Source: an optimization exercise on an open RTL-to-GDS flow (aim: small area, a short achievable clock period and few clock cycles). Production flows keep margins and buffers that such runs may drop.
The RTL was checked by simulation tests, not by an equivalence proof against the original design.
No activity file was given, so power comes from the tool's default toggle rates.

[flow/design.v]
module cube_solver (
    input  wire        clk,
    input  wire        rst,
    input  wire        run,
    input  wire [11:0] lo,
    input  wire [11:0] hi,
    output wire [11:0] total_found,
    output reg         solver_done
);
    function automatic gt12(input [11:0] a, input [11:0] b);
        reg [15:0] g, l;
        integer k, w;
        begin
            g = 16'd0;
            l = 16'd0;
            for (k = 0; k < 12; k = k + 1) begin
                g[k] = a[k] & ~b[k];
                l[k] = ~a[k] & b[k];
            end
            for (w = 1; w < 16; w = w * 2)
                for (k = 0; k + w < 16; k = k + 2 * w) begin
                    g[k] = g[k + w] | (~l[k + w] & g[k]);
                    l[k] = l[k + w] | (~g[k + w] & l[k]);
                end
            gt12 = g[0];
        end
    endfunction
    wire [6:0] q_w, s_w;
    wire       pred_w;
    cube_qtab u_qtab (
        .x00(hi[11]), .x01(hi[10]), .x02(hi[9]), .x03(hi[8]), .x04(hi[7]), .x05(hi[6]),
        .x06(hi[5]),  .x07(hi[4]),  .x08(hi[3]), .x09(hi[2]), .x10(hi[1]), .x11(hi[0]),
        .z0(q_w[6]), .z1(q_w[5]), .z2(q_w[4]), .z3(q_w[3]), .z4(q_w[2]), .z5(q_w[1]), .z6(q_w[0])
    );
    cube_pred u_pred (
        .x00(hi[11]), .x01(hi[10]), .x02(hi[9]), .x03(hi[8]), .x04(hi[7]), .x05(hi[6]),
        .x06(hi[5]),  .x07(hi[4]),  .x08(hi[3]), .x09(hi[2]), .x10(hi[1]), .x11(hi[0]),
        .z0(pred_w)
    );
    cube_stab u_stab (
        .x00(lo[11]), .x01(lo[10]), .x02(lo[9]), .x03(lo[8]), .x04(lo[7]), .x05(lo[6]),
        .x06(lo[5]),  .x07(lo[4]),  .x08(lo[3]), .x09(lo[2]), .x10(lo[1]), .x11(lo[0]),
        .z0(s_w[6]), .z1(s_w[5]), .z2(s_w[4]), .z3(s_w[3]), .z4(s_w[2]), .z5(s_w[1]), .z6(s_w[0])
    );
    reg [6:0] q_hi;      
    reg [6:0] s_lo;      
    reg       hi_hit;    
    reg       in_order;  
    always @(posedge clk) begin
        if (rst)
            solver_done <= 1'b0;
        else if (run)
            solver_done <= 1'b1;
        if (run) begin
            q_hi     <= q_w;
            s_lo     <= s_w;
            hi_hit   <= pred_w;
            in_order <= !gt12(lo, hi);
        end
    end
    wire [2:0] extra = {in_order, in_order & hi_hit, in_order ^ hi_hit};
    wire [6:0] count = q_hi + s_lo + {4'd0, extra};
    assign total_found = {5'd0, count};
endmodule
module cube_qtab ( 
    x00, x01, x02, x03, x04, x05, x06, x07, x08, x09, x10, x11,
    z0, z1, z2, z3, z4, z5, z6  );
  input  x00, x01, x02, x03, x04, x05, x06, x07, x08, x09, x10, x11;
  output z0, z1, z2, z3, z4, z5, z6;
  wire new_n20, new_n21, new_n22, new_n23, new_n24, new_n25, new_n26,
    new_n27, new_n28, new_n29, new_n30, new_n31, new_n32, new_n33, new_n34,
    new_n35, new_n36, new_n37, new_n38, new_n39, new_n40, new_n41, new_n42,
    new_n43, new_n44, new_n45, new_n46, new_n47, new_n48, new_n49, new_n50,
    new_n51, new_n52, new_n53, new_n54, new_n55, new_n56, new_n57, new_n58,
    new_n59, new_n60, new_n61, new_n62, new_n63, new_n64, new_n65, new_n66,
    new_n67, new_n68, new_n69, new_n70, new_n71, new_n72, new_n73, new_n74,
    new_n75, new_n76, new_n77, new_n78, new_n79, new_n80, new_n81, new_n82,
    new_n83, new_n84, new_n85, new_n86, new_n87, new_n88, new_n89, new_n90,
    new_n91, new_n92, new_n93, new_n94, new_n95, new_n96, new_n97, new_n98,
    new_n99, new_n100, new_n101, new_n102, new_n103, new_n104, new_n105,
    new_n106, new_n107, new_n108, new_n109, new_n110, new_n111, new_n112,
    new_n113, new_n114, new_n115, new_n116, new_n117, new_n118, new_n119,
    new_n120, new_n121, new_n122, new_n123, new_n124, new_n125, new_n126,
    new_n127, new_n128, new_n129, new_n130, new_n131, new_n132, new_n133,
    new_n134, new_n135, new_n136, new_n138, new_n139, new_n140, new_n141,
    new_n142, new_n143, new_n144, new_n145, new_n146, new_n147, new_n149,
    new_n150, new_n151, new_n153, new_n154, new_n155, new_n156, new_n157,
    new_n158, new_n160, new_n161, new_n162, new_n163, new_n164, new_n165,
    new_n166, new_n167, new_n168, new_n169, new_n170, new_n171, new_n172,
    new_n173, new_n174, new_n175, new_n176, new_n177, new_n178, new_n179,
    new_n180, new_n181, new_n182, new_n183, new_n184, new_n185, new_n186,
    new_n187, new_n188, new_n189, new_n190, new_n191, new_n192, new_n193,
    new_n194, new_n195, new_n196, new_n197, new_n198, new_n199, new_n201,
    new_n202, new_n203, new_n204, new_n205, new_n206, new_n207, new_n208,
    new_n209, new_n210, new_n211, new_n212, new_n213, new_n214, new_n215,
    new_n216, new_n217, new_n218, new_n219, new_n220, new_n221, new_n222,
    new_n223, new_n224, new_n225, new_n226, new_n227, new_n228, new_n229,
    new_n230, new_n231, new_n232, new_n233, new_n234, new_n235, new_n237,
    new_n238, new_n239, new_n240, new_n241, new_n242, new_n243, new_n244,
    new_n245, new_n246, new_n247, new_n248, new_n249, new_n250, new_n251,
    new_n252, new_n253, new_n254, new_n255, new_n256, new_n257, new_n258,
    new_n259, new_n260, new_n261, new_n262, new_n263, new_n264, new_n265,
    new_n266, new_n267, new_n268, new_n269, new_n270, new_n271, new_n272,
    new_n273, new_n274, new_n275, new_n276, new_n277, new_n278, new_n279,
    new_n280, new_n281, new_n282, new_n283, new_n284, new_n285, new_n286,
    new_n287, new_n288, new_n289, new_n290, new_n291, new_n292, new_n293,
    new_n294, new_n295, new_n296, new_n297, new_n298, new_n299, new_n300;
  assign new_n20 = ~x00 & ~x01;
  assign new_n21 = x09 & x10;
  assign new_n22 = x11 & new_n21;
  assign new_n23 = x02 & x04;
  assign new_n24 = ~x02 & ~x04;
  assign new_n25 = x06 & new_n24;
  assign new_n26 = ~new_n23 & ~new_n25;
  assign new_n27 = new_n22 & ~new_n26;
  assign new_n28 = ~x02 & ~x08;
  assign new_n29 = ~new_n27 & ~new_n28;
  assign new_n30 = x05 & new_n29;
  assign new_n31 = ~x05 & ~new_n29;
  assign new_n32 = x08 & x09;
  assign new_n33 = ~x02 & ~new_n32;
  assign new_n34 = x03 & ~new_n33;
  assign new_n35 = ~x06 & ~x10;
  assign new_n36 = new_n32 & ~new_n35;
  assign new_n37 = x03 & x06;
  assign new_n38 = ~new_n36 & ~new_n37;
  assign new_n39 = ~new_n34 & new_n38;
  assign new_n40 = x06 & new_n23;
  assign new_n41 = ~new_n39 & ~new_n40;
  assign new_n42 = ~new_n31 & new_n41;
  assign new_n43 = ~new_n30 & new_n42;
  assign new_n44 = ~x02 & x11;
  assign new_n45 = ~x10 & ~new_n44;
  assign new_n46 = new_n32 & ~new_n45;
  assign new_n47 = x06 & new_n29;
  assign new_n48 = ~new_n46 & ~new_n47;
  assign new_n49 = x04 & x05;
  assign new_n50 = ~x02 & x06;
  assign new_n51 = x10 & ~new_n44;
  assign new_n52 = ~new_n50 & new_n51;
  assign new_n53 = x08 & ~new_n52;
  assign new_n54 = new_n49 & ~new_n53;
  assign new_n55 = ~new_n48 & new_n54;
  assign new_n56 = ~x05 & x06;
  assign new_n57 = x08 & ~x09;
  assign new_n58 = ~new_n56 & new_n57;
  assign new_n59 = x05 & x09;
  assign new_n60 = ~x08 & new_n59;
  assign new_n61 = ~x04 & ~new_n60;
  assign new_n62 = ~new_n58 & new_n61;
  assign new_n63 = x05 & x06;
  assign new_n64 = x04 & new_n63;
  assign new_n65 = x08 & new_n64;
  assign new_n66 = ~x03 & ~new_n65;
  assign new_n67 = ~new_n62 & new_n66;
  assign new_n68 = ~new_n55 & ~new_n67;
  assign new_n69 = ~new_n43 & new_n68;
  assign new_n70 = x04 & new_n69;
  assign new_n71 = ~x05 & new_n23;
  assign new_n72 = ~x06 & new_n71;
  assign new_n73 = new_n24 & new_n56;
  assign new_n74 = x02 & ~x04;
  assign new_n75 = new_n63 & new_n74;
  assign new_n76 = ~new_n73 & ~new_n75;
  assign new_n77 = ~new_n72 & new_n76;
  assign new_n78 = ~new_n22 & ~new_n77;
  assign new_n79 = x06 & ~x08;
  assign new_n80 = ~x01 & new_n79;
  assign new_n81 = x03 & ~new_n80;
  assign new_n82 = x05 & ~x06;
  assign new_n83 = new_n32 & ~new_n82;
  assign new_n84 = ~new_n32 & new_n82;
  assign new_n85 = ~x04 & ~new_n84;
  assign new_n86 = ~new_n83 & new_n85;
  assign new_n87 = ~new_n81 & ~new_n86;
  assign new_n88 = ~new_n78 & new_n87;
  assign new_n89 = ~new_n70 & new_n88;
  assign new_n90 = x02 & x05;
  assign new_n91 = new_n37 & new_n90;
  assign new_n92 = x01 & ~new_n91;
  assign new_n93 = ~x06 & new_n49;
  assign new_n94 = ~new_n73 & ~new_n93;
  assign new_n95 = x10 & x11;
  assign new_n96 = ~x09 & ~new_n95;
  assign new_n97 = x08 & ~new_n96;
  assign new_n98 = ~x02 & ~new_n22;
  assign new_n99 = new_n97 & ~new_n98;
  assign new_n100 = ~new_n94 & ~new_n99;
  assign new_n101 = ~x06 & ~new_n100;
  assign new_n102 = ~x01 & ~x07;
  assign new_n103 = x04 & ~new_n102;
  assign new_n104 = ~new_n101 & new_n103;
  assign new_n105 = ~x04 & ~new_n33;
  assign new_n106 = x07 & x08;
  assign new_n107 = new_n21 & new_n106;
  assign new_n108 = x02 & ~x06;
  assign new_n109 = ~new_n50 & ~new_n108;
  assign new_n110 = ~new_n107 & ~new_n109;
  assign new_n111 = new_n105 & new_n110;
  assign new_n112 = ~new_n104 & ~new_n111;
  assign new_n113 = ~new_n92 & ~new_n112;
  assign new_n114 = ~new_n89 & new_n113;
  assign new_n115 = x06 & x07;
  assign new_n116 = ~new_n49 & new_n115;
  assign new_n117 = new_n76 & new_n116;
  assign new_n118 = x06 & x11;
  assign new_n119 = new_n107 & new_n118;
  assign new_n120 = ~x04 & ~x05;
  assign new_n121 = ~new_n119 & new_n120;
  assign new_n122 = ~x07 & new_n93;
  assign new_n123 = x03 & ~new_n122;
  assign new_n124 = ~new_n121 & new_n123;
  assign new_n125 = ~new_n117 & new_n124;
  assign new_n126 = ~x02 & ~x03;
  assign new_n127 = ~x06 & x09;
  assign new_n128 = new_n106 & new_n127;
  assign new_n129 = ~new_n56 & ~new_n82;
  assign new_n130 = ~new_n128 & ~new_n129;
  assign new_n131 = new_n126 & ~new_n130;
  assign new_n132 = x04 & new_n126;
  assign new_n133 = ~x01 & ~new_n132;
  assign new_n134 = ~new_n131 & new_n133;
  assign new_n135 = ~new_n125 & new_n134;
  assign new_n136 = ~x00 & ~new_n135;
  assign z3 = new_n114 | ~new_n136;
  assign new_n138 = x03 & x04;
  assign new_n139 = ~x06 & new_n138;
  assign new_n140 = ~x02 & x03;
  assign new_n141 = ~x05 & new_n140;
  assign new_n142 = ~new_n139 & ~new_n141;
  assign new_n143 = z3 & ~new_n142;
  assign new_n144 = new_n20 & ~new_n143;
  assign new_n145 = x05 & new_n138;
  assign new_n146 = new_n144 & new_n145;
  assign new_n147 = new_n20 & ~new_n146;
  assign z0 = x02 | ~new_n147;
  assign new_n149 = ~new_n121 & new_n140;
  assign new_n150 = new_n146 & new_n149;
  assign new_n151 = new_n147 & ~new_n149;
  assign z1 = ~new_n150 & ~new_n151;
  assign new_n153 = ~x03 & x05;
  assign new_n154 = ~new_n74 & ~new_n153;
  assign new_n155 = ~z3 & ~new_n154;
  assign new_n156 = ~x05 & new_n138;
  assign new_n157 = ~new_n132 & ~new_n156;
  assign new_n158 = ~new_n155 & new_n157;
  assign z2 = ~new_n144 | ~new_n158;
  assign new_n160 = ~x02 & x05;
  assign new_n161 = ~new_n70 & new_n160;
  assign new_n162 = new_n21 & new_n129;
  assign new_n163 = new_n70 & new_n162;
  assign new_n164 = ~new_n161 & ~new_n163;
  assign new_n165 = ~new_n48 & ~new_n164;
  assign new_n166 = ~new_n100 & ~new_n165;
  assign new_n167 = x03 & ~new_n166;
  assign new_n168 = ~new_n89 & ~new_n167;
  assign new_n169 = x07 & new_n20;
  assign new_n170 = ~new_n168 & new_n169;
  assign new_n171 = ~x04 & new_n63;
  assign new_n172 = new_n34 & new_n171;
  assign new_n173 = ~x06 & new_n153;
  assign new_n174 = new_n24 & ~new_n37;
  assign new_n175 = ~new_n173 & new_n174;
  assign new_n176 = new_n102 & ~new_n175;
  assign new_n177 = ~new_n172 & new_n176;
  assign new_n178 = x06 & new_n21;
  assign new_n179 = new_n109 & ~new_n178;
  assign new_n180 = x08 & x10;
  assign new_n181 = new_n59 & new_n180;
  assign new_n182 = ~new_n79 & ~new_n181;
  assign new_n183 = ~new_n179 & new_n182;
  assign new_n184 = x06 & new_n33;
  assign new_n185 = x05 & ~new_n184;
  assign new_n186 = ~new_n183 & new_n185;
  assign new_n187 = ~new_n56 & new_n138;
  assign new_n188 = ~new_n186 & new_n187;
  assign new_n189 = new_n177 & ~new_n188;
  assign new_n190 = ~x04 & ~new_n186;
  assign new_n191 = x01 & ~new_n64;
  assign new_n192 = ~x01 & new_n32;
  assign new_n193 = new_n64 & new_n192;
  assign new_n194 = x03 & ~new_n193;
  assign new_n195 = ~new_n191 & new_n194;
  assign new_n196 = ~new_n190 & new_n195;
  assign new_n197 = x02 & ~new_n196;
  assign new_n198 = ~new_n189 & ~new_n197;
  assign new_n199 = ~x00 & ~new_n198;
  assign z4 = new_n170 | new_n199;
  assign new_n201 = new_n21 & ~new_n118;
  assign new_n202 = ~new_n52 & new_n201;
  assign new_n203 = x03 & ~new_n202;
  assign new_n204 = ~new_n48 & new_n203;
  assign new_n205 = ~x02 & ~x06;
  assign new_n206 = ~x08 & new_n205;
  assign new_n207 = ~new_n126 & ~new_n138;
  assign new_n208 = ~new_n206 & new_n207;
  assign new_n209 = ~new_n204 & new_n208;
  assign new_n210 = new_n69 & ~new_n209;
  assign new_n211 = new_n167 & ~new_n210;
  assign new_n212 = ~new_n132 & ~new_n207;
  assign new_n213 = ~new_n183 & new_n212;
  assign new_n214 = new_n177 & ~new_n213;
  assign new_n215 = ~new_n211 & new_n214;
  assign new_n216 = ~x06 & new_n21;
  assign new_n217 = ~new_n57 & ~new_n216;
  assign new_n218 = ~new_n97 & new_n108;
  assign new_n219 = ~new_n217 & new_n218;
  assign new_n220 = ~x02 & x07;
  assign new_n221 = x04 & ~x10;
  assign new_n222 = new_n220 & new_n221;
  assign new_n223 = new_n34 & new_n222;
  assign new_n224 = new_n20 & ~new_n223;
  assign new_n225 = ~new_n219 & new_n224;
  assign new_n226 = x07 & new_n50;
  assign new_n227 = new_n97 & new_n226;
  assign new_n228 = ~new_n108 & ~new_n227;
  assign new_n229 = new_n145 & ~new_n228;
  assign new_n230 = ~x00 & x01;
  assign new_n231 = ~new_n229 & new_n230;
  assign new_n232 = ~new_n225 & ~new_n231;
  assign new_n233 = ~x01 & x07;
  assign new_n234 = ~new_n210 & new_n233;
  assign new_n235 = ~new_n232 & ~new_n234;
  assign z5 = new_n215 | ~new_n235;
  assign new_n237 = new_n63 & ~new_n96;
  assign new_n238 = x09 & ~new_n95;
  assign new_n239 = ~new_n59 & new_n205;
  assign new_n240 = ~new_n238 & new_n239;
  assign new_n241 = ~x11 & new_n82;
  assign new_n242 = ~x10 & new_n90;
  assign new_n243 = ~new_n241 & ~new_n242;
  assign new_n244 = ~new_n240 & new_n243;
  assign new_n245 = ~new_n237 & new_n244;
  assign new_n246 = new_n205 & ~new_n221;
  assign new_n247 = x09 & ~x11;
  assign new_n248 = ~new_n246 & new_n247;
  assign new_n249 = ~x04 & ~x09;
  assign new_n250 = ~new_n248 & ~new_n249;
  assign new_n251 = ~new_n245 & new_n250;
  assign new_n252 = ~new_n78 & ~new_n251;
  assign new_n253 = new_n106 & ~new_n252;
  assign new_n254 = x04 & ~new_n179;
  assign new_n255 = x07 & ~new_n118;
  assign new_n256 = x02 & ~x08;
  assign new_n257 = ~new_n255 & new_n256;
  assign new_n258 = new_n217 & ~new_n257;
  assign new_n259 = new_n254 & new_n258;
  assign new_n260 = ~new_n171 & ~new_n259;
  assign new_n261 = new_n32 & ~new_n221;
  assign new_n262 = x05 & ~new_n220;
  assign new_n263 = ~new_n261 & new_n262;
  assign new_n264 = ~x07 & new_n90;
  assign new_n265 = ~new_n22 & ~new_n264;
  assign new_n266 = ~new_n263 & new_n265;
  assign new_n267 = ~new_n260 & ~new_n266;
  assign new_n268 = x08 & new_n247;
  assign new_n269 = new_n178 & new_n268;
  assign new_n270 = ~x05 & x07;
  assign new_n271 = x06 & ~new_n270;
  assign new_n272 = ~new_n269 & new_n271;
  assign new_n273 = ~new_n24 & ~new_n272;
  assign new_n274 = ~new_n71 & new_n272;
  assign new_n275 = ~new_n106 & ~new_n274;
  assign new_n276 = ~new_n273 & new_n275;
  assign new_n277 = ~new_n267 & ~new_n276;
  assign new_n278 = ~new_n253 & new_n277;
  assign new_n279 = x03 & ~new_n278;
  assign new_n280 = ~new_n35 & new_n57;
  assign new_n281 = ~new_n127 & ~new_n280;
  assign new_n282 = ~new_n268 & new_n270;
  assign new_n283 = ~new_n281 & new_n282;
  assign new_n284 = x07 & x09;
  assign new_n285 = x05 & ~new_n284;
  assign new_n286 = ~x04 & ~new_n285;
  assign new_n287 = ~new_n269 & new_n286;
  assign new_n288 = ~new_n283 & new_n287;
  assign new_n289 = new_n126 & ~new_n288;
  assign new_n290 = ~new_n114 & new_n289;
  assign new_n291 = ~new_n279 & ~new_n290;
  assign new_n292 = new_n20 & ~new_n291;
  assign new_n293 = x01 & x05;
  assign new_n294 = new_n29 & ~new_n293;
  assign new_n295 = ~new_n59 & ~new_n228;
  assign new_n296 = ~x00 & new_n106;
  assign new_n297 = new_n138 & new_n296;
  assign new_n298 = ~new_n179 & new_n297;
  assign new_n299 = ~new_n295 & new_n298;
  assign new_n300 = ~new_n294 & new_n299;
  assign z6 = new_n292 | new_n300;
endmodule
module cube_stab ( 
    x00, x01, x02, x03, x04, x05, x06, x07, x08, x09, x10, x11,
    z0, z1, z2, z3, z4, z5, z6  );
  input  x00, x01, x02, x03, x04, x05, x06, x07, x08, x09, x10, x11;
  output z0, z1, z2, z3, z4, z5, z6;
  wire new_n20, new_n21, new_n22, new_n23, new_n25, new_n26, new_n27,
    new_n28, new_n29, new_n30, new_n31, new_n32, new_n33, new_n34, new_n35,
    new_n36, new_n37, new_n38, new_n39, new_n40, new_n41, new_n42, new_n43,
    new_n44, new_n45, new_n46, new_n47, new_n48, new_n49, new_n50, new_n51,
    new_n52, new_n53, new_n54, new_n56, new_n57, new_n58, new_n59, new_n60,
    new_n61, new_n62, new_n63, new_n64, new_n65, new_n66, new_n67, new_n68,
    new_n69, new_n70, new_n71, new_n72, new_n73, new_n74, new_n75, new_n76,
    new_n77, new_n78, new_n79, new_n80, new_n81, new_n82, new_n83, new_n84,
    new_n85, new_n86, new_n87, new_n88, new_n89, new_n90, new_n91, new_n92,
    new_n93, new_n94, new_n95, new_n96, new_n97, new_n98, new_n99,
    new_n100, new_n101, new_n102, new_n103, new_n104, new_n105, new_n106,
    new_n107, new_n108, new_n109, new_n110, new_n111, new_n112, new_n113,
    new_n114, new_n115, new_n116, new_n117, new_n118, new_n119, new_n120,
    new_n121, new_n122, new_n123, new_n124, new_n125, new_n126, new_n127,
    new_n128, new_n129, new_n130, new_n131, new_n132, new_n133, new_n134,
    new_n135, new_n136, new_n137, new_n138, new_n139, new_n140, new_n141,
    new_n143, new_n144, new_n146, new_n147, new_n148, new_n149, new_n150,
    new_n151, new_n152, new_n153, new_n154, new_n155, new_n157, new_n158,
    new_n159, new_n160, new_n161, new_n162, new_n163, new_n164, new_n165,
    new_n166, new_n167, new_n168, new_n169, new_n170, new_n171, new_n172,
    new_n173, new_n174, new_n175, new_n176, new_n177, new_n178, new_n179,
    new_n180, new_n181, new_n182, new_n183, new_n184, new_n185, new_n186,
    new_n187, new_n188, new_n189, new_n190, new_n191, new_n192, new_n193,
    new_n194, new_n195, new_n196, new_n197, new_n198, new_n199, new_n200,
    new_n201, new_n202, new_n203, new_n204, new_n205, new_n206, new_n207,
    new_n208, new_n209, new_n210, new_n211, new_n212, new_n213, new_n214,
    new_n215, new_n216, new_n217, new_n218, new_n219, new_n220, new_n221,
    new_n222, new_n223, new_n224, new_n225, new_n226, new_n227, new_n228,
    new_n229, new_n230, new_n231, new_n232, new_n233, new_n234, new_n235,
    new_n236, new_n237, new_n238, new_n239, new_n241, new_n242, new_n243,
    new_n244, new_n245, new_n246, new_n247, new_n248, new_n249, new_n250,
    new_n251, new_n252, new_n253, new_n254, new_n255, new_n256, new_n257,
    new_n258, new_n259, new_n260, new_n261, new_n262, new_n263, new_n264,
    new_n265, new_n266, new_n267, new_n268, new_n269, new_n270, new_n271,
    new_n272, new_n273, new_n274, new_n275, new_n276, new_n277, new_n278,
    new_n279, new_n280, new_n281, new_n282, new_n283, new_n284, new_n285,
    new_n286, new_n287, new_n288, new_n289, new_n290, new_n291, new_n292,
    new_n293, new_n294, new_n295, new_n296, new_n297, new_n298, new_n299,
    new_n300, new_n301, new_n302, new_n303, new_n304, new_n305, new_n306,
    new_n307, new_n308, new_n309, new_n310, new_n311, new_n312, new_n313,
    new_n314, new_n315, new_n316, new_n317, new_n318, new_n319, new_n320,
    new_n321, new_n322, new_n323;
  assign new_n20 = ~x01 & ~x02;
  assign new_n21 = ~x00 & new_n20;
  assign new_n22 = x03 & x05;
  assign new_n23 = x04 & new_n22;
  assign z0 = new_n21 & ~new_n23;
  assign new_n25 = x09 & x10;
  assign new_n26 = x08 & new_n25;
  assign new_n27 = x05 & new_n26;
  assign new_n28 = x02 & x06;
  assign new_n29 = x03 & ~new_n28;
  assign new_n30 = ~new_n27 & new_n29;
  assign new_n31 = x04 & ~new_n30;
  assign new_n32 = ~x02 & x03;
  assign new_n33 = ~x05 & x06;
  assign new_n34 = x04 & x05;
  assign new_n35 = ~x04 & ~x05;
  assign new_n36 = ~new_n34 & ~new_n35;
  assign new_n37 = ~new_n33 & ~new_n36;
  assign new_n38 = new_n32 & ~new_n37;
  assign new_n39 = x04 & ~new_n32;
  assign new_n40 = x05 & ~x06;
  assign new_n41 = ~new_n39 & new_n40;
  assign new_n42 = ~new_n38 & new_n41;
  assign new_n43 = x08 & x09;
  assign new_n44 = ~x04 & x06;
  assign new_n45 = ~new_n43 & new_n44;
  assign new_n46 = ~new_n33 & ~new_n45;
  assign new_n47 = new_n32 & ~new_n46;
  assign new_n48 = ~x07 & ~new_n47;
  assign new_n49 = ~new_n42 & new_n48;
  assign new_n50 = ~new_n31 & new_n49;
  assign new_n51 = x02 & new_n23;
  assign new_n52 = ~new_n50 & new_n51;
  assign new_n53 = ~x00 & ~x01;
  assign new_n54 = ~new_n38 & new_n53;
  assign z1 = ~new_n52 & new_n54;
  assign new_n56 = ~x05 & new_n44;
  assign new_n57 = ~x06 & x11;
  assign new_n58 = new_n25 & ~new_n57;
  assign new_n59 = ~x06 & ~x09;
  assign new_n60 = ~x06 & ~x11;
  assign new_n61 = ~x04 & ~new_n60;
  assign new_n62 = ~new_n59 & new_n61;
  assign new_n63 = ~new_n58 & ~new_n62;
  assign new_n64 = x08 & new_n22;
  assign new_n65 = ~new_n63 & new_n64;
  assign new_n66 = ~x02 & ~new_n65;
  assign new_n67 = ~x05 & ~x06;
  assign new_n68 = x11 & new_n26;
  assign new_n69 = new_n67 & new_n68;
  assign new_n70 = x10 & x11;
  assign new_n71 = new_n40 & ~new_n43;
  assign new_n72 = ~new_n70 & new_n71;
  assign new_n73 = ~new_n20 & ~new_n72;
  assign new_n74 = ~new_n69 & new_n73;
  assign new_n75 = ~new_n66 & ~new_n74;
  assign new_n76 = ~new_n30 & new_n43;
  assign new_n77 = new_n42 & ~new_n76;
  assign new_n78 = x03 & ~x05;
  assign new_n79 = x04 & x08;
  assign new_n80 = ~x02 & ~new_n79;
  assign new_n81 = ~new_n78 & new_n80;
  assign new_n82 = x05 & x06;
  assign new_n83 = ~x03 & ~new_n82;
  assign new_n84 = x07 & ~new_n83;
  assign new_n85 = ~new_n81 & new_n84;
  assign new_n86 = new_n56 & ~new_n68;
  assign new_n87 = x06 & new_n70;
  assign new_n88 = x09 & new_n87;
  assign new_n89 = ~x08 & new_n34;
  assign new_n90 = ~new_n88 & new_n89;
  assign new_n91 = ~new_n86 & ~new_n90;
  assign new_n92 = new_n85 & new_n91;
  assign new_n93 = ~new_n40 & new_n43;
  assign new_n94 = new_n91 & new_n93;
  assign new_n95 = ~x04 & x07;
  assign new_n96 = ~new_n85 & new_n95;
  assign new_n97 = ~new_n94 & new_n96;
  assign new_n98 = ~new_n92 & ~new_n97;
  assign new_n99 = ~new_n77 & ~new_n98;
  assign new_n100 = ~x01 & ~new_n99;
  assign new_n101 = ~new_n75 & ~new_n100;
  assign new_n102 = ~new_n50 & ~new_n101;
  assign new_n103 = new_n56 & new_n102;
  assign new_n104 = x03 & x06;
  assign new_n105 = ~x03 & ~x06;
  assign new_n106 = ~new_n36 & ~new_n105;
  assign new_n107 = ~new_n104 & ~new_n106;
  assign new_n108 = ~new_n102 & new_n107;
  assign new_n109 = x04 & ~new_n26;
  assign new_n110 = ~x07 & new_n109;
  assign new_n111 = x07 & x08;
  assign new_n112 = ~new_n109 & new_n111;
  assign new_n113 = ~new_n110 & ~new_n112;
  assign new_n114 = x04 & ~x06;
  assign new_n115 = new_n113 & ~new_n114;
  assign new_n116 = ~new_n44 & ~new_n82;
  assign new_n117 = ~x02 & ~new_n116;
  assign new_n118 = ~new_n113 & ~new_n117;
  assign new_n119 = x03 & ~new_n118;
  assign new_n120 = ~new_n115 & new_n119;
  assign new_n121 = x05 & x09;
  assign new_n122 = new_n111 & new_n121;
  assign new_n123 = ~x01 & x04;
  assign new_n124 = x03 & new_n123;
  assign new_n125 = ~new_n122 & new_n124;
  assign new_n126 = ~new_n20 & ~new_n125;
  assign new_n127 = ~new_n42 & ~new_n126;
  assign new_n128 = ~new_n120 & new_n127;
  assign new_n129 = ~new_n108 & new_n128;
  assign new_n130 = ~new_n103 & new_n129;
  assign new_n131 = x06 & x07;
  assign new_n132 = ~new_n78 & new_n131;
  assign new_n133 = ~new_n130 & new_n132;
  assign new_n134 = ~x06 & ~x07;
  assign new_n135 = ~new_n78 & ~new_n134;
  assign new_n136 = new_n130 & ~new_n135;
  assign new_n137 = ~new_n22 & ~new_n35;
  assign new_n138 = ~new_n20 & ~new_n123;
  assign new_n139 = ~x00 & ~new_n138;
  assign new_n140 = ~new_n137 & new_n139;
  assign new_n141 = ~new_n136 & new_n140;
  assign z2 = ~new_n133 & new_n141;
  assign new_n143 = x01 & x02;
  assign new_n144 = ~x00 & ~new_n143;
  assign z3 = ~new_n130 & new_n144;
  assign new_n146 = x06 & new_n43;
  assign new_n147 = new_n123 & new_n146;
  assign new_n148 = x04 & x06;
  assign new_n149 = x01 & ~new_n148;
  assign new_n150 = new_n22 & ~new_n149;
  assign new_n151 = ~new_n147 & new_n150;
  assign new_n152 = ~x05 & new_n123;
  assign new_n153 = x02 & ~new_n152;
  assign new_n154 = ~new_n151 & new_n153;
  assign new_n155 = ~new_n102 & ~new_n154;
  assign z4 = ~x00 & ~new_n155;
  assign new_n157 = ~x06 & ~x10;
  assign new_n158 = x09 & ~new_n157;
  assign new_n159 = ~x09 & ~new_n33;
  assign new_n160 = ~x04 & ~new_n159;
  assign new_n161 = ~new_n158 & new_n160;
  assign new_n162 = ~new_n114 & new_n121;
  assign new_n163 = ~new_n87 & new_n162;
  assign new_n164 = ~new_n161 & ~new_n163;
  assign new_n165 = new_n32 & ~new_n164;
  assign new_n166 = new_n56 & new_n70;
  assign new_n167 = ~x02 & new_n70;
  assign new_n168 = ~new_n20 & ~new_n167;
  assign new_n169 = new_n82 & new_n123;
  assign new_n170 = ~new_n168 & ~new_n169;
  assign new_n171 = ~new_n166 & new_n170;
  assign new_n172 = new_n164 & new_n171;
  assign new_n173 = ~x09 & new_n114;
  assign new_n174 = new_n111 & ~new_n149;
  assign new_n175 = ~new_n173 & new_n174;
  assign new_n176 = ~new_n172 & new_n175;
  assign new_n177 = ~new_n165 & new_n176;
  assign new_n178 = ~x04 & ~new_n121;
  assign new_n179 = ~x03 & ~new_n178;
  assign new_n180 = ~x01 & new_n104;
  assign new_n181 = ~new_n179 & ~new_n180;
  assign new_n182 = ~new_n175 & new_n181;
  assign new_n183 = ~new_n177 & ~new_n182;
  assign new_n184 = x01 & ~new_n114;
  assign new_n185 = x02 & ~new_n184;
  assign new_n186 = ~new_n183 & ~new_n185;
  assign new_n187 = ~x02 & ~x07;
  assign new_n188 = ~x04 & new_n187;
  assign new_n189 = ~x03 & ~new_n188;
  assign new_n190 = ~new_n91 & new_n188;
  assign new_n191 = ~x02 & x08;
  assign new_n192 = x06 & ~new_n191;
  assign new_n193 = x04 & x07;
  assign new_n194 = ~new_n110 & ~new_n193;
  assign new_n195 = new_n192 & ~new_n194;
  assign new_n196 = x02 & new_n193;
  assign new_n197 = new_n68 & new_n196;
  assign new_n198 = ~x05 & ~new_n197;
  assign new_n199 = ~new_n195 & new_n198;
  assign new_n200 = ~new_n190 & new_n199;
  assign new_n201 = ~new_n189 & ~new_n200;
  assign new_n202 = ~x01 & ~new_n201;
  assign new_n203 = ~x10 & new_n43;
  assign new_n204 = new_n75 & new_n203;
  assign new_n205 = x02 & ~x04;
  assign new_n206 = ~x06 & new_n205;
  assign new_n207 = x02 & ~x10;
  assign new_n208 = new_n148 & new_n207;
  assign new_n209 = ~x01 & ~x07;
  assign new_n210 = ~new_n208 & new_n209;
  assign new_n211 = ~new_n206 & new_n210;
  assign new_n212 = new_n20 & ~new_n60;
  assign new_n213 = ~new_n95 & ~new_n212;
  assign new_n214 = ~new_n211 & new_n213;
  assign new_n215 = new_n95 & new_n212;
  assign new_n216 = ~new_n214 & ~new_n215;
  assign new_n217 = new_n59 & ~new_n70;
  assign new_n218 = x08 & new_n217;
  assign new_n219 = ~x06 & new_n123;
  assign new_n220 = ~new_n44 & ~new_n219;
  assign new_n221 = x08 & ~x09;
  assign new_n222 = ~x02 & ~new_n221;
  assign new_n223 = ~new_n25 & ~new_n222;
  assign new_n224 = ~new_n220 & new_n223;
  assign new_n225 = ~new_n218 & new_n224;
  assign new_n226 = ~new_n216 & new_n225;
  assign new_n227 = new_n26 & new_n216;
  assign new_n228 = x10 & new_n79;
  assign new_n229 = new_n28 & ~new_n228;
  assign new_n230 = new_n91 & new_n229;
  assign new_n231 = ~new_n44 & ~new_n193;
  assign new_n232 = new_n192 & new_n231;
  assign new_n233 = new_n22 & ~new_n232;
  assign new_n234 = ~new_n230 & new_n233;
  assign new_n235 = ~new_n227 & new_n234;
  assign new_n236 = ~new_n226 & new_n235;
  assign new_n237 = ~new_n204 & new_n236;
  assign new_n238 = ~new_n202 & ~new_n237;
  assign new_n239 = ~new_n186 & ~new_n238;
  assign z5 = ~x00 & ~new_n239;
  assign new_n241 = x08 & ~x11;
  assign new_n242 = ~new_n206 & new_n241;
  assign new_n243 = x06 & ~new_n25;
  assign new_n244 = new_n80 & new_n243;
  assign new_n245 = x01 & x10;
  assign new_n246 = ~new_n43 & ~new_n245;
  assign new_n247 = ~new_n244 & new_n246;
  assign new_n248 = ~new_n242 & ~new_n247;
  assign new_n249 = x08 & ~new_n87;
  assign new_n250 = ~new_n217 & new_n249;
  assign new_n251 = x06 & ~x11;
  assign new_n252 = new_n25 & new_n251;
  assign new_n253 = ~x08 & ~new_n59;
  assign new_n254 = ~new_n252 & new_n253;
  assign new_n255 = ~new_n250 & ~new_n254;
  assign new_n256 = x06 & ~new_n221;
  assign new_n257 = new_n207 & ~new_n256;
  assign new_n258 = ~x02 & x10;
  assign new_n259 = new_n123 & ~new_n258;
  assign new_n260 = ~new_n257 & new_n259;
  assign new_n261 = ~new_n255 & new_n260;
  assign new_n262 = ~new_n248 & ~new_n261;
  assign new_n263 = ~x02 & ~x06;
  assign new_n264 = x11 & new_n43;
  assign new_n265 = ~new_n263 & new_n264;
  assign new_n266 = ~new_n262 & ~new_n265;
  assign new_n267 = new_n143 & new_n243;
  assign new_n268 = new_n20 & new_n251;
  assign new_n269 = x07 & ~new_n268;
  assign new_n270 = ~new_n267 & new_n269;
  assign new_n271 = ~new_n266 & new_n270;
  assign new_n272 = ~new_n211 & ~new_n271;
  assign new_n273 = ~new_n80 & new_n231;
  assign new_n274 = ~new_n203 & new_n273;
  assign new_n275 = ~new_n149 & ~new_n274;
  assign new_n276 = x04 & new_n43;
  assign new_n277 = ~x02 & ~x11;
  assign new_n278 = ~new_n134 & ~new_n277;
  assign new_n279 = new_n276 & new_n278;
  assign new_n280 = ~new_n275 & ~new_n279;
  assign new_n281 = ~new_n198 & ~new_n280;
  assign new_n282 = ~new_n272 & new_n281;
  assign new_n283 = ~new_n43 & new_n187;
  assign new_n284 = ~x04 & ~new_n68;
  assign new_n285 = x02 & ~x07;
  assign new_n286 = ~new_n26 & new_n285;
  assign new_n287 = ~new_n284 & ~new_n286;
  assign new_n288 = ~new_n283 & ~new_n287;
  assign new_n289 = ~new_n44 & ~new_n251;
  assign new_n290 = ~new_n243 & new_n289;
  assign new_n291 = ~new_n229 & new_n290;
  assign new_n292 = ~new_n288 & ~new_n291;
  assign new_n293 = ~new_n138 & new_n198;
  assign new_n294 = ~new_n292 & new_n293;
  assign new_n295 = ~new_n282 & ~new_n294;
  assign new_n296 = new_n44 & new_n203;
  assign new_n297 = ~new_n114 & ~new_n296;
  assign new_n298 = x02 & x05;
  assign new_n299 = ~new_n297 & ~new_n298;
  assign new_n300 = ~new_n111 & ~new_n299;
  assign new_n301 = x09 & new_n67;
  assign new_n302 = x02 & ~new_n70;
  assign new_n303 = ~new_n167 & ~new_n302;
  assign new_n304 = new_n301 & new_n303;
  assign new_n305 = ~x04 & new_n59;
  assign new_n306 = new_n111 & ~new_n305;
  assign new_n307 = ~new_n304 & new_n306;
  assign new_n308 = ~new_n300 & ~new_n307;
  assign new_n309 = ~x00 & x03;
  assign new_n310 = ~new_n308 & new_n309;
  assign new_n311 = ~new_n295 & new_n310;
  assign new_n312 = x09 & ~new_n252;
  assign new_n313 = new_n111 & ~new_n157;
  assign new_n314 = ~new_n312 & new_n313;
  assign new_n315 = x09 & new_n95;
  assign new_n316 = ~new_n35 & ~new_n315;
  assign new_n317 = x07 & ~new_n241;
  assign new_n318 = new_n301 & new_n317;
  assign new_n319 = ~new_n316 & ~new_n318;
  assign new_n320 = ~new_n314 & new_n319;
  assign new_n321 = ~x03 & new_n21;
  assign new_n322 = ~new_n85 & new_n321;
  assign new_n323 = ~new_n320 & new_n322;
  assign z6 = ~new_n311 & ~new_n323;
endmodule
module cube_pred ( 
    x00, x01, x02, x03, x04, x05, x06, x07, x08, x09, x10, x11,
    z0  );
  input  x00, x01, x02, x03, x04, x05, x06, x07, x08, x09, x10, x11;
  output z0;
  wire new_n14, new_n15, new_n16, new_n17, new_n18, new_n19, new_n20,
    new_n21, new_n22, new_n23, new_n24, new_n25, new_n26, new_n27, new_n28,
    new_n29, new_n30, new_n31, new_n32, new_n33, new_n34, new_n35, new_n36,
    new_n37, new_n38, new_n39, new_n40, new_n41, new_n42, new_n43, new_n44,
    new_n45, new_n46, new_n47, new_n48, new_n49, new_n50, new_n51, new_n52,
    new_n53, new_n54, new_n55, new_n56, new_n57, new_n58, new_n59, new_n60,
    new_n61, new_n62, new_n63, new_n64, new_n65, new_n66, new_n67, new_n68,
    new_n69, new_n70, new_n71, new_n72, new_n73, new_n74, new_n75, new_n76,
    new_n77, new_n78, new_n79, new_n80, new_n81, new_n82, new_n83, new_n84,
    new_n85, new_n86, new_n87, new_n88, new_n89, new_n90, new_n91, new_n92,
    new_n93, new_n94, new_n95, new_n96, new_n97, new_n98, new_n99,
    new_n100, new_n101, new_n102, new_n103, new_n104, new_n105, new_n106,
    new_n107;
  assign new_n14 = ~x05 & x06;
  assign new_n15 = ~x02 & x06;
  assign new_n16 = ~new_n14 & ~new_n15;
  assign new_n17 = x06 & new_n16;
  assign new_n18 = ~x10 & ~new_n17;
  assign new_n19 = x03 & ~new_n18;
  assign new_n20 = x06 & ~x09;
  assign new_n21 = x08 & ~new_n20;
  assign new_n22 = x05 & x11;
  assign new_n23 = ~new_n14 & ~new_n22;
  assign new_n24 = new_n21 & ~new_n23;
  assign new_n25 = x02 & ~new_n24;
  assign new_n26 = x05 & x08;
  assign new_n27 = new_n20 & new_n26;
  assign new_n28 = x06 & x09;
  assign new_n29 = new_n22 & new_n28;
  assign new_n30 = ~x02 & ~new_n29;
  assign new_n31 = ~new_n27 & new_n30;
  assign new_n32 = x04 & x07;
  assign new_n33 = ~new_n31 & new_n32;
  assign new_n34 = ~new_n25 & new_n33;
  assign new_n35 = new_n19 & new_n34;
  assign new_n36 = x10 & x11;
  assign new_n37 = x05 & ~x06;
  assign new_n38 = new_n21 & ~new_n37;
  assign new_n39 = ~new_n36 & ~new_n38;
  assign new_n40 = ~x05 & ~new_n32;
  assign new_n41 = x06 & ~x07;
  assign new_n42 = ~x06 & x07;
  assign new_n43 = ~new_n41 & ~new_n42;
  assign new_n44 = ~x02 & x08;
  assign new_n45 = x11 & new_n44;
  assign new_n46 = ~new_n43 & new_n45;
  assign new_n47 = ~new_n40 & new_n46;
  assign new_n48 = x02 & x04;
  assign new_n49 = new_n26 & ~new_n41;
  assign new_n50 = new_n48 & new_n49;
  assign new_n51 = ~new_n47 & ~new_n50;
  assign new_n52 = new_n19 & ~new_n51;
  assign new_n53 = x10 & new_n29;
  assign new_n54 = ~x03 & ~x04;
  assign new_n55 = ~new_n53 & ~new_n54;
  assign new_n56 = ~x02 & x07;
  assign new_n57 = ~x10 & ~x11;
  assign new_n58 = x06 & new_n57;
  assign new_n59 = new_n56 & ~new_n58;
  assign new_n60 = ~new_n55 & new_n59;
  assign new_n61 = ~new_n52 & ~new_n60;
  assign new_n62 = ~new_n39 & ~new_n61;
  assign new_n63 = ~x07 & x11;
  assign new_n64 = ~x04 & new_n63;
  assign new_n65 = ~x05 & x10;
  assign new_n66 = ~x07 & ~x11;
  assign new_n67 = x05 & ~new_n66;
  assign new_n68 = ~new_n65 & ~new_n67;
  assign new_n69 = ~new_n64 & new_n68;
  assign new_n70 = x04 & x10;
  assign new_n71 = ~x08 & ~new_n70;
  assign new_n72 = new_n15 & ~new_n71;
  assign new_n73 = x10 & ~new_n14;
  assign new_n74 = new_n56 & new_n73;
  assign new_n75 = ~new_n72 & ~new_n74;
  assign new_n76 = ~new_n69 & ~new_n75;
  assign new_n77 = ~x06 & ~x10;
  assign new_n78 = ~x04 & ~new_n36;
  assign new_n79 = ~new_n77 & new_n78;
  assign new_n80 = ~x07 & ~x08;
  assign new_n81 = x04 & new_n57;
  assign new_n82 = ~new_n80 & ~new_n81;
  assign new_n83 = ~new_n79 & new_n82;
  assign new_n84 = ~x05 & new_n43;
  assign new_n85 = new_n26 & ~new_n63;
  assign new_n86 = ~new_n48 & ~new_n85;
  assign new_n87 = ~new_n84 & ~new_n86;
  assign new_n88 = new_n83 & new_n87;
  assign new_n89 = ~new_n76 & ~new_n88;
  assign new_n90 = new_n16 & new_n69;
  assign new_n91 = ~x06 & ~x08;
  assign new_n92 = ~x11 & new_n91;
  assign new_n93 = x03 & ~new_n92;
  assign new_n94 = ~new_n90 & new_n93;
  assign new_n95 = ~new_n89 & new_n94;
  assign new_n96 = ~new_n62 & ~new_n95;
  assign new_n97 = ~x08 & new_n14;
  assign new_n98 = ~x03 & x11;
  assign new_n99 = ~new_n97 & new_n98;
  assign new_n100 = ~x09 & ~new_n99;
  assign new_n101 = ~new_n52 & new_n100;
  assign new_n102 = ~x01 & ~new_n101;
  assign new_n103 = ~new_n96 & new_n102;
  assign new_n104 = ~new_n35 & ~new_n103;
  assign new_n105 = x01 & x10;
  assign new_n106 = new_n17 & new_n105;
  assign new_n107 = x00 & ~new_n106;
  assign z0 = ~new_n104 & ~new_n107;
endmodule
[flow/flow/run.sh]
#!/bin/bash
# The standard layout (standard.sh), with plain buf_1 cells as the port
# buffers instead of the buffer buffer_ports picks by default; timing repair
# still resizes the ones on critical paths. Output of make and every tool it
# runs goes to flow_make.log here; ORFS's per-step logs stay under orfs/logs.
set -euo pipefail
export BUFFER_PORTS_ARGS="-buffer_cell sky130_fd_sc_hd__buf_1"
bash standard.sh > flow_make.log 2>&1
[flow/standard.sh]
#!/bin/bash
# synth_recipe.tcl (not shown) runs the flow's synth.tcl, then flattens the netlist and writes it again
# the make line also repeats each setting of config.mk as NAME=value (left out here)
make -C /OpenROAD-flow-scripts/flow DESIGN_CONFIG=/design/flow/config.mk WORK_HOME=/design/flow/orfs CLKGATE_MAP_FILE= SYNTH_SCRIPT=/design/flow/synth_recipe.tcl "${@:-finish}"
[flow/config.mk]
export PLATFORM = sky130hd
export DESIGN_NAME = cube_solver
export DESIGN_NICKNAME = cube_solver
export VERILOG_FILES = /design/flow/design.v
export SDC_FILE = /design/flow/constraint.sdc
export NUM_CORES = 4
export LEC_CHECK = 0
export ABC_AREA = 1
export CAP_MARGIN = 20
export CORE_MARGIN = 2
export CORE_UTILIZATION = 60
export SETUP_SLACK_MARGIN = 1.5
export SLEW_MARGIN = 20
[flow/constraint.sdc]
create_clock -name core_clock -period 5.0 [get_ports {clk}]
set_input_delay 1.0000 -clock core_clock [delete_from_list [all_inputs] [get_ports {clk}]]
set_output_delay 1.0000 -clock core_clock [all_outputs]
set_load 0.01 [all_outputs]
==> out/metrics.csv <==
metric;value;unit
status;complete, no violations;
hold_class;flip-flop to flip-flop;
clockBufferDepth;2;
first_global_vias;4214;
num_antenna_cells;0;
cts-buffers-inserted;3;
place_hpwl;9670;um
path_clk_slew;0.08;ns
final.min_clock_period;3.44;ns
ir_drop;0.187;mV
ys_seq_area_share;13.8;%
die_h;81.9;um
crit_path_end;total_found[5];
synth_edf_count;16;
clk_latency;0.25;ns
floorplan.die.width;81.9;um
cp-startpoint;hi_hit$_DFFE_PP_;
reg2reg_from;solver_done$_SDFFE_PP0P_;
wl;12900;um
ant_nets;0;
fillCellCount;566;
postSynthCellCount;606;
vias;4650;
leakage;1.74;nW
dr.first_iter.drc_count;814;
p_total;0.692;mW
place_ws;1.58;ns
cp-start-kind;flip-flop;
drv_cap;0;
post_drt_wl_per_cell;18.6;um
asyncSetResetFlopFracSynth;0;%
grt_max_degree;21;
rows;28;
slew_violations;0;
r2r-end;solver_done$_SDFFE_PP0P_;
antenna_found_initial;0;
dr.pass1.iters;5;
synth.avg_cell_area;6.00;um^2
h-tree-depth;1;
postCtsSetupBuffers;0;
drive_gt1_share;10.0;%
area_growth;3.68;%
dieArea;6700;um^2
yosys.area_share.adder;9.08;%
synth_xor_area_share;1.44;%
synthMuxAreaShare;0;%
setup_tns;0;ns
initial_utilization;61.8;%
io_pins;40;
register_area;500;um^2
ys_warn_count;1;
max_freq;0.291;GHz
gp_congestion;1.14;
cp-end-kind;primary output;
synthFlopType;edfxtp_1;
post_dp_cell_area;3710;um^2
drc;0;
grt_setup_unrepaired;yes;
cts_sinks;17;
crit_required;4.00;ns
ctsHoldBuffers;0;
via_per_inst;6.71;
post-route-period-util;68.8;%
synth_compound_area_share;25.7;%
hold_violations;0;
core;5890;um^2
root_buffer;clkbuf_8;
crit_type;flip-flop to primary output;
synth_simple_gate_area_share;36.1;%
setup_violations;0;
worst_slack;1.56;ns
worstPathArrival;2.44;ns
reg2reg_depth;2;
grt_overflow_total;0;
synth_cell_types;53;
reg2reg_setup_slack;4.44;ns
cellPowerDensity;184;nW/um^2
cts_tree;yes;
slew_headroom;34.2;%
multi_input_area;2660;um^2
numPortBuffers;34;
worst_slew_pin_slew;0.986;ns
syn_area;3640;um^2
final_cell_area;3770;um^2
synth_seq_cells;17;
synth_top_family_by_area;simple AND/OR/NAND/NOR gates;
grt_pass1_wl;20300;um
track_usage;38.8;%
skew;0;ns
critPathMaxFanout;2;
final_nets;670;
## per-layer routing
layer | vias up | share of wire, % | global-route usage (%)
met1 | 2021 | 38 | 53.7
met2 | 473 | 42 | 59.1
met4 | 0 | 2.9 | 10.7
met5 | - | 0 | 0
li1 | 2090 | - | -
met3 | 66 | 18 | 10.5
## worst max-delay path: stages, from the launching register on
cell	delay (ns)
edfxtp_1	0.45
ha_2	0.21
fa_1	0.48
ha_2	0.18
inv_1	0.05
fa_2	0.36
o21ai_2	0.14
xor2_1	0.16
buf_2	0.15
## how the worst min path moves through the flow
stage	from	endpoint	slack, ns	cells past startpoint
after detailed placement	solver_done$_SDFFE_PP0P_	solver_done$_SDFFE_PP0P_	0.46	2
after CTS	solver_done$_SDFFE_PP0P_	solver_done$_SDFFE_PP0P_	0.48	2
after floorplan	solver_done$_SDFFE_PP0P_	solver_done$_SDFFE_PP0P_	0.50	2
after global placement	solver_done$_SDFFE_PP0P_	solver_done$_SDFFE_PP0P_	0.45	2
final	solver_done$_SDFFE_PP0P_	solver_done$_SDFFE_PP0P_	0.48	2
after global routing	solver_done$_SDFFE_PP0P_	solver_done$_SDFFE_PP0P_	0.54	2
## per-stage QoR
step	hold slack (ns)	std cells	utilization, %
floorplan	0.503	610	-
global placement	0.452	689	63.1
detailed placement	0.465	689	63.1
CTS	0.482	693	64.0
global route	0.537	693	64.1
finish	0.476	693	64.1
## repair_timing
action | 4_1_cts | 5_1_grt
pin swaps | 1 | 2
gates resized for setup | 4 | 3
setup endpoints to repair | 1 | 2
## synth_stat cells (3+ instances only)
library cell  count  area, um^2
a31oi_1           5        31.3
nand3_1          39         195
o311ai_0          4        35.0
edfxtp_1         16         480
o221ai_1          5        43.8
xor2_1            4        35.0
o21ai_1           4        20.0
o21bai_1          3        22.5
o22ai_1           7        43.8
nand3_2           4        40.0
o21ai_0          39         195
inv_1            61         229
buf_2            15        75.1
inv_2            16        60.1
nor2_1           64         240
o2111ai_1         4        35.0
nor3_1           20         100
ha_1             20         250
buf_4            12        90.1
a21oi_1          42         210
nand4_1           7        43.8
o211ai_1         12        90.1
o31ai_1           5        37.5
nand2_2          14        87.6
fa_1              4        80.1
nand2_1         134         503
a211oi_1          3        22.5
clkbuf_1          7        26.3
nor2_2            3        18.8
## placed cells by master, fill, tap and decap left out, types with 3 or more instances in the layout
cell type	count
o311ai_0	4
edfxtp_1	16
buf_4	6
conb_1	5
nand3_1	39
o31ai_1	5
o211ai_1	12
o221ai_1	5
fa_1	3
inv_2	16
nor2_2	3
inv_1	61
a21oi_1	42
nand4_1	7
nand2_2	14
xor2_1	4
a211oi_1	3
nor2_1	64
o21ai_1	4
nor3_1	20
o21bai_1	3
a31oi_1	5
o21ai_0	38
o22ai_1	7
clkbuf_8	3
nand3_2	4
nand2_1	134
ha_1	18
buf_1	32
o2111ai_1	4
## report_power, final
group / internal, mW / total, mW / switching, mW
Sequential: 0.171 / 0.178 / 0.00707
Clock: 0.0552 / 0.103 / 0.0480
Combinational: 0.135 / 0.411 / 0.276
Total: 0.362 / 0.692 / 0.331
## area by class of cell
type / instances / share of cell area (%)
flip-flops and latches: 17 / 13.3
repair buffers: 40 / 4.64
clock inverters: 1 / 0.133
multi-input cells: 478 / 70.5
clock buffers: 3 / 1.09
inverters: 79 / 7.86
well taps: 75 / 2.49
## kinds of logic after synthesis
| logic type | after synthesis |
|---|---|
| DFF | 17 |
| other | 1 |
| and+or+nand+nor | 294 |
| buffers and inverters | 115 |
| xor gates and xnor gates | 6 |
| AOI/OAI and AO/OA | 149 |
| adders and majority gates | 24 |
## sequential cells by signal, indices dropped and copies added (netlist names)
register / cells
hi_hit: 1
in_order: 1
q_hi: 7
s_lo: 7
solver_done: 1
Testbench counts, summed over its fixed seeds: cycles 128.

==> what the ideal ports hide <==
The results above use ideal ports. As a check the final layout listed here was re-extracted and re-timed, cells and wires unchanged.
Step 1, drivers: a clkbuf_16 drives clk and a buf_2 each remaining input, both assumed.
Step 2 also shifts input and output timing later by t, the mid clock arrival at the registers, as if the neighbouring blocks saw the same clock.
Three values: ideal, step 1, step 2; two values: the first two.
shift t [ns]: 0.273
setup WS [ns]: 1.558 / 1.533 / 1.466
worst hold slack (ns): 0.476 / 0.476 / 0.476
worst register clock-pin slew, ns: 0.08 / 0.08
After both steps this run still meets setup and hold. For this run, drivers alone change the setup slack by -0.025 ns; drivers and shift together by -0.092 ns.
